Context: an optimization exercise on an open-source flow, tuned for small area, a short achievable clock period and few clock cycles per item. The choices shown serve that exercise and are no tape-out recipe. The RTL was checked by simulation tests, not by an equivalence proof against the original design. Power is estimated from default activity; no workload was simulated.

## flow/design.v (module list and top-level ports; edited modules follow where they fit)
// module gemm_mac: 1774 lines
// module gemm_array: 192 lines
module gemm_array
#(
  parameter C_DATA_WIDTH = 32,
  parameter C_DIM = 4,
  parameter C_NUM_PE = 4,
  parameter C_RAM_IN_DELAY = 1,
  parameter C_RAM_OUT_DELAY = 1,
  parameter C_MAC_DELAY = 1,
  parameter C_RAM_STYLE = 1
)
(
  input                       clock,
  input                       i_reset,
  input [C_DATA_WIDTH-1: 0]   Ain_data,
  input [C_DATA_WIDTH-1: 0]   Bin_data,
  input                       Ain_valid,
  input                       Bin_valid,
  output [C_DATA_WIDTH-1: 0]  Aout_data,
  output [C_DATA_WIDTH-1: 0]  Bout_data,
  output                      Aout_valid,
  output                      Bout_valid,
  input                       i_rd_output,
  output                      o_rd_output
);
  // ...
==> flow/flow/run.sh <==
#!/bin/bash
set -euo pipefail
bash standard.sh SETUP_SLACK_MARGIN=5.45 finish > make_standard.log 2>&1
==> flow/standard.sh <==
#!/bin/bash
# synth_recipe.tcl (not shown) runs the flow's synth.tcl, then flattens the netlist and writes it again
# the make line also repeats each setting of config.mk as NAME=value (left out here)
make -C /OpenROAD-flow-scripts/flow DESIGN_CONFIG=/design/flow/config.mk WORK_HOME=/design/flow/orfs CLKGATE_MAP_FILE= SYNTH_SCRIPT=/design/flow/synth_recipe.tcl "${@:-finish}"
==> flow/config.mk <==
export PLATFORM = sky130hd
export DESIGN_NAME = gemm_array
export DESIGN_NICKNAME = gemm_array
export VERILOG_FILES = /design/flow/design.v
export SDC_FILE = /design/flow/constraint.sdc
export NUM_CORES = 4
export LEC_CHECK = 0
export ABC_AREA = 1
export CAP_MARGIN = 20
export CORE_MARGIN = 2
export CORE_UTILIZATION = 40
export CTS_CLUSTER_DIAMETER = 60
export CTS_CLUSTER_SIZE = 30
export SLEW_MARGIN = 20
==> flow/constraint.sdc <==
create_clock -name core_clock -period 8.5 [get_ports {clock}]
set_input_delay 1.7000 -clock core_clock [delete_from_list [all_inputs] [get_ports {clock}]]
set_output_delay 1.7000 -clock core_clock [all_outputs]
set_load 0.01 [all_outputs]
==> summary.md, run 1 <==
| Metric | Value |
|---|---|
| Status | `timing/DRC/antenna clean` |
| Core Rows | `169` |
| Syn Area/Cell | `8.78 µm²` |
| Detail Route met3 WL | `about 54 mm` |
| Clock Power Share | `~20%` |
| Overall power | `~0.034 W` |
| Pwr Density | `356 nW/µm²` |
| CP peak stage delay | `approximately 600 ps` |
| 1st-pass router iterations | `13` |
| Ant. Diodes | `15` |
| Highest Clock Rate | `317 MHz` |
| Crit Path Max Fanout | `28` |
| RSZ-0062 raised after global routing | `yes` |
| Tightest Hold Check Type | `reg -> reg` |
| Maximum vdd drop | `between 0.2 and 0.25 mV` |
| Register area share after synthesis | `36.4%` |
| # placed instances | `between 10000 and 15000` |
| Final core utilization | `about 45%` |
| Net Sw Frac | `45.5%` |
| Largest net degree at the start of global routing | `127` |
| Critical Path End | `col[3].mac.cut[55]` |
| Post-DP Area | `88600 µm²` |
| P_seq | `0.0113 W` |
| Clock Power | `~0.0070 W` |
| CTS Buf Count | `132` |
Testbench counts, summed over its fixed seeds: cycles 8,960, matrices 256.
==> run 2: changes to the inputs <==
--- a/flow/config.mk
+++ b/flow/config.mk
@@ -8,7 +8,7 @@
 export ABC_AREA = 1
 export CAP_MARGIN = 20
 export CORE_MARGIN = 2
-export CORE_UTILIZATION = 40
+export CORE_UTILIZATION = 50
 export CTS_CLUSTER_DIAMETER = 60
 export CTS_CLUSTER_SIZE = 30
 export SLEW_MARGIN = 20
==> run 2 against run 1 <==
- still clean on timing, DRC and antenna
- routed wire length down 7.0%
- clock skew up 24 ps
- register-to-register slack worse by 60 ps
- worst setup slack worse by 55 ps
- cell area down 2.0%
- critical path type unchanged
- highest routed layer unchanged
==> summary.md, run 2 <==
| Metric | Value |
|---|---|
| Worst Tran Pin Value | `1260 ps (was 1230 ps)` |
| CTS tree | `done (unchanged)` |
| Clock sinks | `1557 (unchanged)` |
| DR WL/cell | `31.2 µm (was 31.8 µm)` |
| Cell accounting for the most synthesized area | `dfxtp_1 (unchanged)` |
| Highest Clock Rate | `312 MHz (was 317 MHz)` |
| Vias per inst | `6.23 (was 6.01)` |
| Largest net degree at the start of global routing | `160 (was 127)` |
| Top Usage Layer GRT | `met1 (was met2)` |
| Hold path start | `col[3].mac.cut[4] (was col[3].mac.cut[0])` |
| Total wire length | `371 mm (was 399 mm)` |
| Number of library cell types mapped by synthesis | `52 (unchanged)` |
| Post-Place Worst Slack | `4230 ps (was 4330 ps)` |
| Max Cap Viol | `0 (unchanged)` |
| Max reg flops | `464 (unchanged)` |
| Register bit total from synthesis | `1557 (unchanged)` |
| Fin nets | `10459 (was 10503)` |
| Tmin final | `3210 ps (was 3150 ps)` |
| Non-filler instance count after layout | `11883 (was 12544)` |
| Drt drc | `0 (unchanged)` |
| Share of the synthesized area in the top cell type | `36.4% (unchanged)` |
| Crit path max-delay family | `flip-flops (was adder cells)` |
| Met2 usage | `54.4% (was 48.4%)` |
| First-pass GRT wire length | `512 mm (was 547 mm)` |
| Slowest stage cell, crit path | `dfxtp_1 (was fa_1)` |
| Commonest cells in the netlist | `nand2_1, dfxtp_1, inv_1, xor2_1, o22ai_1 (unchanged)` |
| Startpoint types | `register (unchanged)` |
| Post-synth EDFFs | `0 (unchanged)` |
| Worst slew margin | `15.8% (was 18.3%)` |
| CP peak stage delay | `1160 ps (was 600 ps)` |
| Hold Path Cell Cnt | `0 (unchanged)` |
| Top cells by area, synth | `dfxtp_1, fa_1, xor2_1 (unchanged)` |
| Hold Fails Final Rpt | `0 (unchanged)` |
| R2r endpoint | `col[3].mac.cut[21] (was col[3].mac.cut[55])` |
| Die X | `418 µm (was 467 µm)` |
| Die area | `175000 µm² (was 218000 µm²)` |
| Layout area overhead | `9.45% (was 11.7%)` |
| GPL Wtd Cong | `1.01 (was 1.04)` |
| Total Neg Setup Slack | `0 ps (unchanged)` |
| Worst EP required | `9160 ps (was 9190 ps)` |
| Die Y | `418 µm (was 467 µm)` |
| Syn. warnings | `2 (unchanged)` |
| Pwr Density | `356 nW/µm² (about the same)` |
| Crit Path Max Fanout | `11 (was 28)` |
| Cells after Synth | `9754 (unchanged)` |
| R2R depth | `4 (was 8)` |
| Status | `timing/DRC/antenna clean (unchanged)` |
| Commonest non-fill, non-tap cell in the layout | `nand2_1 (unchanged)` |
| Fraction of layout instances using a drive strength above 1 | `7.80% (was 8.79%)` |
| Syn Area/Cell | `8.78 µm² (unchanged)` |
| PortBufs | `135 (unchanged)` |
| Grt total ovfl | `0 (unchanged)` |
| Met1 GRT Util | `55.3% (was 45.3%)` |
| Reg2Reg Setup Slack | `5290 ps (was 5350 ps)` |
| Mapped Area | `85700 µm² (unchanged)` |
| Hold Buf Count CTS | `0 (unchanged)` |
| Async SR Flop Fraction | `0% (unchanged)` |
| Met3 usage | `16.2% (was 14.0%)` |
| Core footprint | `170000 µm² (was 213000 µm²)` |
| Hold EP | `col[3].mac.sa[2] (was col[3].mac.sa[0])` |
| Overall power | `0.0334 W (was 0.0340 W)` |
| Vias in the first global route | `69706 (was 72018)` |
| CTS Root Cell | `clkbuf_16 (unchanged)` |
| CP arrival | `3860 ps (was 3840 ps)` |
| Crit. End Element | `register (unchanged)` |
| Synth Net Count | `10656 (unchanged)` |
| Pleak | `39.5 nW (was 40.0 nW)` |
| Starting Density | `50.4% (was 40.3%)` |
| Tightest Hold Check Type | `reg -> reg (unchanged)` |
| H-tree depth | `3 (was 4)` |
| Clock transition at path regs | `110 ps (was 100 ps)` |
| Maximum clock insertion buffer count | `3 (unchanged)` |
| Top reg by flops | `col.mac.cut (unchanged)` |
| Final worst path period share | `37.7% (was 37.1%)` |
| GRT Total Usage | `41.1% (was 35.4%)` |
| Most numerous cell in the Yosys netlist | `nand2_1 (unchanged)` |
| CP cell instances | `nand2_1, o221ai_1, xor2_1, fa_1 (was clkbuf_8, clkinv_16, buf_16, o22ai_1, a221oi_2, xor2_1, fa_1, fa_1)` |
| 1st-pass router iterations | `17 (was 13)` |
| CTS Buf Count | `114 (was 132)` |
| Ports | `136 (unchanged)` |
| Core Rows | `151 (was 169)` |
| Most used DFF post-synth | `dfxtp_1 (unchanged)` |
| Detail Route Antenna Nets | `0 (unchanged)` |
| Critical path buffer and inverter count | `0 (was 3)` |
| FILL cells | `15560 (was 20772)` |
| Reg-to-reg startpoint | `col[3].b3j[1] (was a_m3[0])` |
| Initial DRC count | `11969 (was 11604)` |
| Most frequent cells in the layout | `nand2_1, dfxtp_1, inv_1, xor2_1, o22ai_1 (unchanged)` |
| Setup violations, final | `0 (unchanged)` |
| RSZ-0062 raised after global routing | `yes (unchanged)` |
| Clk latency of the worst-skew pair | `840 ps (was 860 ps)` |
| Final Max Slew Viols | `0 (unchanged)` |
| Total number of vias | `74083 (was 75338)` |
| Final core utilization | `55.2% (was 45.0%)` |
| PnR worst setup slack | `5290 ps (was 5350 ps)` |
| DP HPWL | `264 mm (was 279 mm)` |
| Maximum vdd drop | `0.223 mV (was 0.241 mV)` |
| Initial antenna violation count | `14 (was 27)` |
| Register area share after synthesis | `36.4% (unchanged)` |
| # placed instances | `11607 (was 12202)` |
| Kind of critical path | `reg -> reg (unchanged)` |
| Layout Skew | `82.9 ps (was 58.5 ps)` |
==> run 2: cell counts after synthesis <==
Identical to the previous run, type by type.
==> run 2: power breakdown <==
group          switching [W]  internal (W)
clock                0.00342       0.00293
sequential           0.00136       0.00991
combinational         0.0105       0.00525
==> run 2: final cells by class <==
type	instances	area (µm²)	area share, %
repair inverters	3	21.3	0.0227
well taps	2218	2780	2.96
flip-flops and latches	1557	31400	33.4
repair buffers	318	3180	3.39
inverters	1526	5960	6.36
multi-input cells	6037	45900	49.0
diodes	8	20.0	0.0213
clock inverters	90	1520	1.62
clock buffers	126	3000	3.20
==> run 2: layer usage <==
metal	vias to the layer above	wire (µm)
met1	35209	148000
met2	5682	138000
li1	31614	-
met4	21	30900
met3	1557	52900
met5	-	415
==> run 2: how the worst max path moves through the flow <==
stage	slack [ps]	start	cells after the start	to
floorplan	5500	Bin_data[0]	7	t1[7]
global placement	4150	a_m3[1]	10	col[0].mac.cut[113]
detailed placement	4230	a_m3[1]	7	col[0].mac.cut[63]
CTS	5430	tcnt[0]	9	col[3].b3j[26]
global route	5400	a_neg[6]	12	col[1].mac.cut[112]
finish	5290	col[3].b3j[1]	4	col[3].mac.cut[21]
==> run 2: cell families (layout without fill, tap and decap cells) <==
logic type | Yosys count | after routing | synth area share [%]
compound gates | 1866 | 1866 | 15.5
fa+ha+maj | 833 | 833 | 17.1
flops | 1557 | 1557 | 36.4
other cells | 0 | 8 | 0
mux | 5 | 5 | 0.0613
buf+inv | 2160 | 2063 | 10.3
simple gates | 2452 | 2452 | 11.6
xor+xnor | 881 | 881 | 9.06
==> run 2: metrics by stage <==
stage | instance area, µm² | hold WS (ps)
after floorplan | 85700 | 310
after global placement | 87900 | 312
after detailed placement | 87900 | 312
after CTS | 93300 | 335
after global routing | 93800 | 339
final | 93800 | 332
==> run 2: worst register-to-register path, cell delays in order (launching register included) <==
cell and delay (ps):
dfxtp_1 1160, nand2_1 590, o221ai_1 250, xor2_1 500
fa_1 520
==> run 2: repair_timing <==
| action | 4_1_cts | 5_1_grt |
|---|---|---|
| pin swaps | 0 | 0 |
| endpoints found under the setup margin | 687 | 376 |
| cloned | 6 | 3 |
| resized for setup | 463 | 91 |
| setup buffers | 32 | 11 |
==> run 3: changes to the inputs <==
==> flow/flow/run.sh (replaced) <==
#!/bin/bash
set -euo pipefail
bash standard.sh SETUP_SLACK_MARGIN=5.45 "BUFFER_PORTS_ARGS=-buffer_cell sky130_fd_sc_hd__buf_4" finish > make_standard.log 2>&1
--- a/flow/config.mk
+++ b/flow/config.mk
@@ -8,7 +8,7 @@
 export ABC_AREA = 1
 export CAP_MARGIN = 20
 export CORE_MARGIN = 2
-export CORE_UTILIZATION = 50
+export CORE_UTILIZATION = 40
 export CTS_CLUSTER_DIAMETER = 60
 export CTS_CLUSTER_SIZE = 30
 export SLEW_MARGIN = 20
==> run 3 against run 2 <==
- still clean
- synthesized cell count stayed put
- die area is 25% higher
- first-iteration DRC count is 0.84% higher
- cell area is 2.2% higher
- fmax is 0.74% higher
- combinational power hardly changed
- clock power is 13% higher
- total power is 2.9% higher
- register-to-register slack better by 20 ps
- clock-buffer cell count is 24 higher
- worst setup slack better by 24 ps
- core utilization is 10 points lower
- critical path type unchanged
==> summary.md, run 3 <==
| Metric | Value |
|---|---|
| Status | `timing/DRC/antenna clean (unchanged)` |
| Top cells by area, synth | `dfxtp_1, fa_1, xor2_1 (unchanged)` |
| Tmin final | `3180 ps (was 3210 ps)` |
| Initial DRC count | `12069 (was 11969)` |
| Core footprint | `213000 µm² (was 170000 µm²)` |
| DP HPWL | `285 mm (was 264 mm)` |
| Clock Power Share | `21.0% (was 19.0%)` |
| Sequential share of power | `32.7% (was 33.8%)` |
| CP cell instances | `buf_12, a221oi_1, xor2_1, fa_1, xor2_1, xor2_1, xor2_1, xnor2_1 (was nand2_1, o221ai_1, xor2_1, fa_1)` |
| Maximum clock insertion buffer count | `3 (unchanged)` |
| Clock sinks | `1557 (unchanged)` |
| Main combinational cell family by area after synthesis | `adder cells (unchanged)` |
| Register bit total from synthesis | `1557 (unchanged)` |
| Most frequent cells in the layout | `nand2_1, dfxtp_1, inv_1, xor2_1, o22ai_1 (unchanged)` |
| Vias per inst | `6.02 (was 6.23)` |
| Commonest non-fill, non-tap cell in the layout | `nand2_1 (unchanged)` |
| Post-synth EDFFs | `0 (unchanged)` |
| Clock transition at path regs | `80 ps (was 110 ps)` |
| Max reg flops | `464 (unchanged)` |
| Syn Area/Cell | `8.78 µm² (unchanged)` |
| Initial antenna violation count | `24 (was 14)` |
| Async SR Flop Fraction | `0% (unchanged)` |
| Syn. warnings | `2 (unchanged)` |
| Die X | `467 µm (was 418 µm)` |
| Total number of vias | `75551 (was 74083)` |
| Crit-path most repeated cell | `xor2_1` |
| Max Cap Viol | `0 (unchanged)` |
| CP peak stage delay | `710 ps (was 1160 ps)` |
| XOR/XNOR Fraction of Synth Area | `9.06% (unchanged)` |
| Final Max Slew Viols | `0 (unchanged)` |
| Worst slew margin | `18.1% (was 15.8%)` |
| Crit Path Max Fanout | `65 (was 11)` |
| Highest Clock Rate | `314 MHz (was 312 MHz)` |
| Post-synthesis mux area share | `0.0613% (unchanged)` |
| Setup violations, final | `0 (unchanged)` |
| Grt total ovfl | `0 (unchanged)` |
| Final worst path period share | `37.4% (was 37.7%)` |
| Drt drc | `0 (unchanged)` |
| Largest net degree at the start of global routing | `131 (was 160)` |
| Die Y | `467 µm (was 418 µm)` |
| Adder-cell share of the synthesized area | `17.1% (unchanged)` |
| CTS Root Cell | `clkbuf_16 (unchanged)` |
| Most numerous cell in the Yosys netlist | `nand2_1 (unchanged)` |
| Hold WS | `331 ps (was 332 ps)` |
| Cell accounting for the most synthesized area | `dfxtp_1 (unchanged)` |
| Tightest Hold Check Type | `reg -> reg (unchanged)` |
| H-tree depth | `4 (was 3)` |
| RSZ-0062 raised after global routing | `yes (unchanged)` |
| Combinational share of power | `46.3% (was 47.2%)` |
| GPL Wtd Cong | `1.02 (was 1.01)` |
| Register area | `31400 µm² (about the same)` |
| Pleak | `40.3 nW (was 39.5 nW)` |
| Synth Net Count | `10656 (unchanged)` |
| Most used DFF post-synth | `dfxtp_1 (unchanged)` |
| CTS Buf Count | `138 (was 114)` |
| Hold Buf Count CTS | `0 (unchanged)` |
| First-pass GRT wire length | `553 mm (was 512 mm)` |
| FILL cells | `20789 (was 15560)` |
| Complex-gate fraction of the synthesized area | `15.5% (unchanged)` |
| GRT Total Usage | `35.9% (was 41.1%)` |
| CTS tree | `done (unchanged)` |
| Hold Fails Final Rpt | `0 (unchanged)` |
| Kind of critical path | `reg -> reg (unchanged)` |
| Fraction of layout instances using a drive strength above 1 | `9.35% (was 7.80%)` |
| Top reg by flops | `col.mac.cut (unchanged)` |
| Slowest stage cell, crit path | `dfxtp_4 (was dfxtp_1)` |
| Startpoint types | `register (unchanged)` |
| Share of the synthesized area in the top cell type | `36.4% (unchanged)` |
| Crit. End Element | `register (unchanged)` |
| Post-Synth Simple-Gate Area | `11.6% (unchanged)` |
| Layout Skew | `62.8 ps (was 82.9 ps)` |
| Fin nets | `10507 (was 10459)` |
| Vias in the first global route | `72272 (was 69706)` |
| Cells after Synth | `9754 (unchanged)` |
| Psw | `0.0156 W (was 0.0153 W)` |
| Starting Density | `40.3% (was 50.4%)` |
| Mapped Area | `85700 µm² (unchanged)` |
| Multi-input logic area | `46100 µm² (was 45900 µm²)` |
| Core Rows | `169 (was 151)` |
| Maximum vdd drop | `0.262 mV (was 0.223 mV)` |
| Worst Tran Pin Value | `1220 ps (was 1260 ps)` |
| Ports | `136 (unchanged)` |
| Total wire length | `405 mm (was 371 mm)` |
| Total Neg Setup Slack | `0 ps (unchanged)` |
| CP arrival | `3960 ps (was 3860 ps)` |
| Clk latency of the worst-skew pair | `870 ps (was 840 ps)` |
| Number of library cell types mapped by synthesis | `52 (unchanged)` |
| DR WL/cell | `32.3 µm (was 31.2 µm)` |
| PortBufs | `135 (unchanged)` |
| Net Sw Frac | `45.5% (was 45.8%)` |
| Die area | `218000 µm² (was 175000 µm²)` |
| Pwr Density | `358 nW/µm² (was 356 nW/µm²)` |
| Commonest cells in the netlist | `nand2_1, dfxtp_1, inv_1, xor2_1, o22ai_1 (unchanged)` |
| Overall power | `0.0343 W (was 0.0334 W)` |
| Register area share after synthesis | `36.4% (unchanged)` |
| Detail Route Antenna Nets | `0 (unchanged)` |
| 1st-pass router iterations | `12 (was 17)` |
| Layout area overhead | `11.9% (was 9.45%)` |
| Internal | `0.0187 W (was 0.0181 W)` |
| Worst EP required | `9280 ps (was 9160 ps)` |
[run 3: through the flow]
step                      cell area, µm²  setup slack [ps]  utilization [%]  std cells
after floorplan                    85700              5500                -       9754
after global placement             88400              4420             41.6      12224
after detailed placement           88400              4400             41.6      12224
after CTS                          95100              5370             44.7      12513
after global routing               95800              5380             45.1      12539
final                              95900              5320             45.1      12550
[run 3: routing by layer]
metal  vias to the layer above  GRT usage [%]  share of wire, %
met5                         -           1.80              0.19
met4                        24           23.5               8.8
met3                      1689           13.9                14
met2                      5978           49.0                39
met1                     36126           46.5                39
li1                      31734              -                 -
[run 3: final timing paths]
check	cells after the start	slack [ps]	from	to
setup / recovery	8	5320	a_m4[1]	col[2].mac.cut[113]
hold / removal	0	330	col[2].mac.cut[1]	col[2].mac.sa[1]
setup reg to reg	8	5320	a_m4[1]	col[2].mac.cut[113]
hold reg to reg	0	330	col[2].mac.cut[1]	col[2].mac.sa[1]
[run 3: cell families after synthesis]
family                   Yosys count
AND/OR/NAND/NOR                 2452
buffers and inverters           2160
AO/OA/AOI/OAI                   1866
flip-flops                      1557
XOR/XNOR                         881
adder cells (fa/ha/maj)          833
multiplexers                       5
[run 3: area by class of cell]
| cell class | count | share of cell area (%) |
|---|---|---|
| Timing Repair Buffer | 341 | 3.71 |
| Antenna cell | 11 | 0.0287 |
| Clock inverter | 103 | 1.66 |
| Multi-Input combinational cell | 6037 | 48.1 |
| Inverter | 1526 | 6.22 |
| Tap cell | 2821 | 3.68 |
| Timing Repair inverter | 4 | 0.0365 |
| Sequential cell | 1557 | 32.7 |
| Clock buffer | 150 | 3.83 |
[run 3: power groups by stage]
stage	clock network [W]	registers, W	logic [W]
floorplan	0	0.0107	0.00927
global placement	0	0.0114	0.0151
detailed placement	0	0.0114	0.0153
CTS	0.00727	0.0112	0.0155
global route	0.00756	0.0114	0.0174
finish	0.00720	0.0112	0.0159
[run 3: repair_timing]
item | in CTS | in global routing
gates resized for setup | 259 | 114
cloned | 6 | 6
pin swaps | 0 | 1
endpoints found under the setup margin | 663 | 374
setup buffers | 30 | 20
[run 3: critical path, delay by kind of cell, from the launching register on]
family / cells / cell delay [ps]
buffers and inverters: 1 / 330
adder cells (fa/ha/maj): 1 / 460
flip-flops: 1 / 710
XOR/XNOR: 5 / 980
AO/OA/AOI/OAI: 1 / 240
==> run 4: changes to the inputs <==
==> flow/flow/run.sh (replaced) <==
#!/bin/bash
set -euo pipefail
bash standard.sh SETUP_SLACK_MARGIN=5.3 finish > make_standard.log 2>&1
==> run 4 against run 3 <==
- still clean on timing, DRC and antenna
- hold slack worse by 11 ps
- global-route usage down 0.84 points
- register-to-register slack lost 170 ps
- cell area is 1.0% lower
- largest cell class unchanged
==> summary.md, run 4 <==
| Metric | Value |
|---|---|
| Final Max Slew Viols | `0 (unchanged)` |
| Starting Density | `40.3% (unchanged)` |
| Tightest Hold Check Type | `reg -> reg (unchanged)` |
| Largest net degree at the start of global routing | `127 (was 131)` |
| Detail Route Antenna Nets | `0 (unchanged)` |
| First-pass GRT wire length | `543 mm (was 553 mm)` |
| Async SR Flop Fraction | `0% (unchanged)` |
| Most numerous cell in the Yosys netlist | `nand2_1 (unchanged)` |
| CTS Root Cell | `clkbuf_16 (unchanged)` |
| Maximum clock insertion buffer count | `3 (unchanged)` |
| Most used DFF post-synth | `dfxtp_1 (unchanged)` |
| Total Neg Setup Slack | `0 ps (unchanged)` |
| Tmin final | `3350 ps (was 3180 ps)` |
| 1st-pass router iterations | `10 (was 12)` |
| FILL cells | `20867 (was 20789)` |
| Vias per inst | `5.96 (was 6.02)` |
| Layout area overhead | `10.7% (was 11.9%)` |
| Crit path max-delay family | `adder cells (was XOR/XNOR gates)` |
| Startpoint types | `register (unchanged)` |
| Initial antenna violation count | `25 (was 24)` |
| Multi-input logic area | `45900 µm² (was 46100 µm²)` |
| RSZ-0062 raised after global routing | `yes (unchanged)` |
| Highest Clock Rate | `299 MHz (was 314 MHz)` |
| DP HPWL | `279 mm (was 285 mm)` |
| Fraction of layout instances using a drive strength above 1 | `7.34% (was 9.35%)` |
| Status | `timing/DRC/antenna clean (unchanged)` |
| Max Cap Viol | `0 (unchanged)` |
| CP cell instances | `inv_4, buf_8, xor2_1, fa_1, fa_1 (was buf_12, a221oi_1, xor2_1, fa_1, xor2_1, xor2_1, xor2_1, xnor2_1)` |
| Hold Fails Final Rpt | `0 (unchanged)` |
| Die X | `467 µm (unchanged)` |
| Worst slew margin | `19.5% (was 18.1%)` |
| Share of the synthesized area in the top cell type | `36.4% (unchanged)` |
| Post-synth EDFFs | `0 (unchanged)` |
| Pleak | `39.6 nW (was 40.3 nW)` |
| Maximum vdd drop | `0.242 mV (was 0.262 mV)` |
| Total wire length | `391 mm (was 405 mm)` |
| Top cells by area, synth | `dfxtp_1, fa_1, xor2_1 (unchanged)` |
| Worst Tran Pin Value | `1210 ps (was 1220 ps)` |
| Layout Skew | `54.4 ps (was 62.8 ps)` |
| H-tree depth | `4 (unchanged)` |
| Fin nets | `10469 (was 10507)` |
| Post-DP Area | `88600 µm² (was 88400 µm²)` |
| Vias in the first global route | `71801 (was 72272)` |
| Number of library cell types mapped by synthesis | `52 (unchanged)` |
| Initial DRC count | `11295 (was 12069)` |
| Drt drc | `0 (unchanged)` |
| Cell accounting for the most synthesized area | `dfxtp_1 (unchanged)` |
| # placed instances | `12202 (was 12224)` |
| Register area share after synthesis | `36.4% (unchanged)` |
| Synth Net Count | `10656 (unchanged)` |
| Finished Cell Area | `94900 µm² (was 95900 µm²)` |
| PortBufs | `135 (unchanged)` |
| Register area | `31400 µm² (about the same)` |
| CTS tree | `done (unchanged)` |
| Kind of critical path | `reg -> reg (unchanged)` |
| Crit Path Max Fanout | `36 (was 65)` |
| CP arrival | `4050 ps (was 3960 ps)` |
| Max reg flops | `464 (unchanged)` |
| GRT Total Usage | `35.0% (was 35.9%)` |
| PnR worst setup slack | `5150 ps (was 5320 ps)` |
| Ports | `136 (unchanged)` |
| Critical path buffer and inverter count | `2 (was 1)` |
| Post-Place Worst Slack | `4330 ps (was 4400 ps)` |
| Commonest cells in the netlist | `nand2_1, dfxtp_1, inv_1, xor2_1, o22ai_1 (unchanged)` |
| Crit. End Element | `register (unchanged)` |
| DR WL/cell | `31.2 µm (was 32.3 µm)` |
| Clk latency of the worst-skew pair | `860 ps (was 870 ps)` |
| Core Rows | `169 (unchanged)` |
| Total number of vias | `74520 (was 75551)` |
| Commonest non-fill, non-tap cell in the layout | `nand2_1 (unchanged)` |
| Slowest stage cell, crit path | `dfxtp_4 (unchanged)` |
| Register bit total from synthesis | `1557 (unchanged)` |
| GPL Wtd Cong | `1.04 (was 1.02)` |
| Worst EP required | `9200 ps (was 9280 ps)` |
| Clock transition at path regs | `100 ps (was 80 ps)` |
| Core footprint | `213000 µm² (unchanged)` |
| Final worst path period share | `39.4% (was 37.4%)` |
| CTS Buf Count | `132 (was 138)` |
| Pwr Density | `357 nW/µm² (was 358 nW/µm²)` |
| CP peak stage delay | `890 ps (was 710 ps)` |
| Overall power | `0.0339 W (was 0.0343 W)` |
| Crit-path most repeated cell | `fa_1 (was xor2_1)` |
| Syn Area/Cell | `8.78 µm² (unchanged)` |
| Most frequent cells in the layout | `nand2_1, dfxtp_1, inv_1, xor2_1, o22ai_1 (unchanged)` |
| Setup violations, final | `0 (unchanged)` |
| Grt total ovfl | `0 (unchanged)` |
| Die Y | `467 µm (unchanged)` |
| Syn. warnings | `2 (unchanged)` |
| Non-filler instance count after layout | `12510 (was 12550)` |
| Die area | `218000 µm² (unchanged)` |
| Top reg by flops | `col.mac.cut (unchanged)` |
| Mapped Area | `85700 µm² (unchanged)` |
| Cells after Synth | `9754 (unchanged)` |
| Clock sinks | `1557 (unchanged)` |
## run 4: cell counts after synthesis
Identical to the previous run, type by type.
## run 4: metrics by stage
step                      hold WS (ps)  util (%)
final                              320      44.6
after global routing               326      44.6
after CTS                          319      44.4
after detailed placement           312      41.7
after global placement             310      41.7
after floorplan                    310         -
## run 4: area by class of cell
| type | count | area share [%] |
|---|---|---|
| antenna | 15 | 0.0396 |
| clock buffer | 145 | 3.74 |
| clock inverter | 96 | 1.59 |
| inverter | 1526 | 6.27 |
| multi-input combinational | 6037 | 48.4 |
| sequential | 1557 | 33.1 |
| tap | 2821 | 3.72 |
| timing repair buffer | 312 | 3.22 |
| timing repair inverter | 1 | 0.00923 |
## run 4: where the power goes
group / total [W] / internal [W] / leakage [nW] / switching [W]
logic: 0.0157 / 0.00507 / 24.2 / 0.0106
registers: 0.0113 / 0.00991 / 13.1 / 0.00135
clock network: 0.00695 / 0.00349 / 2.41 / 0.00346
total: 0.0339 / 0.0185 / 39.6 / 0.0154
## run 4: cells by family (layout without fill, tap and decap cells)
group,after synthesis,in the layout,synth area share [%]
buf+inv,2160,2080,10.3
other cells,0,15,0
fa+ha+maj,833,833,17.1
flops,1557,1557,36.4
compound gates,1866,1866,15.5
mux,5,5,0.0613
xor+xnor,881,881,9.06
simple gates,2452,2452,11.6
## run 4: final timing paths
path,start,slack [ps],to,depth (start not counted)
min,col[3].mac.cut[0],320,col[3].mac.sa[0],0
max reg2reg,a_neg[2],5150,col[2].mac.cut[33],5
min reg2reg,col[3].mac.cut[0],320,col[3].mac.sa[0],0
max,a_neg[2],5150,col[2].mac.cut[33],5
## run 4: metal layers
metal | vias up | track usage (%) | routed length [µm]
met1 | 35656 | 45.1 | 153000
met4 | 18 | 23.3 | 34800
met3 | 1617 | 14.0 | 52200
met5 | - | 1.67 | 577
met2 | 5553 | 47.7 | 151000
li1 | 31676 | - | -
## run 4: what timing repair did
item                                    4_1_cts  5_1_grt
cloned                                        3        0
pin swaps                                     0        0
gates resized for setup                     319       78
setup buffers                                27       20
hold buffers                                  0        0
endpoints found under the hold margin         0        0
endpoints found under the setup margin      684      329

==> re-timing with driven ports <==
In the flow no input, the clock included, has a driving cell. The finished layouts below were timed again as built, in two steps. Step 1 assumes that a clkbuf_16 drives the clock port and a buf_2 every other input. Step 2 adds t to the input delays and takes it off the output delays; t is the mean of the earliest and latest rising clock arrival at the registers after step 1. Input paths then give back, and output paths get back, about the clock's delay inside the block. Slacks: no drivers / after step 1 / after step 2; pairs: no drivers / after step 1.
run | t, ns | slack for setup (ns) | worst setup path at the end | latest minus earliest clock arrival (ns) | cell pins on the clock port's net
run 1 | 0.928 | 5.350 / 5.303 / 4.812 | input to register | 0.060 / 0.060 | 1
run 2 | 0.897 | 5.295 / 5.295 / 4.780 | input to register | 0.084 / 0.085 | 1
run 3 | 0.935 | 5.318 / 5.299 / 5.133 | input to register | 0.069 / 0.069 | 1
run 4 | 0.930 | 5.153 / 5.153 / 4.613 | input to register | 0.063 / 0.063 | 1
After both steps every run listed still meets setup and hold. For run 4, which loses most, drivers alone change the setup slack by 0.000 ns; drivers and shift together by -0.540 ns.
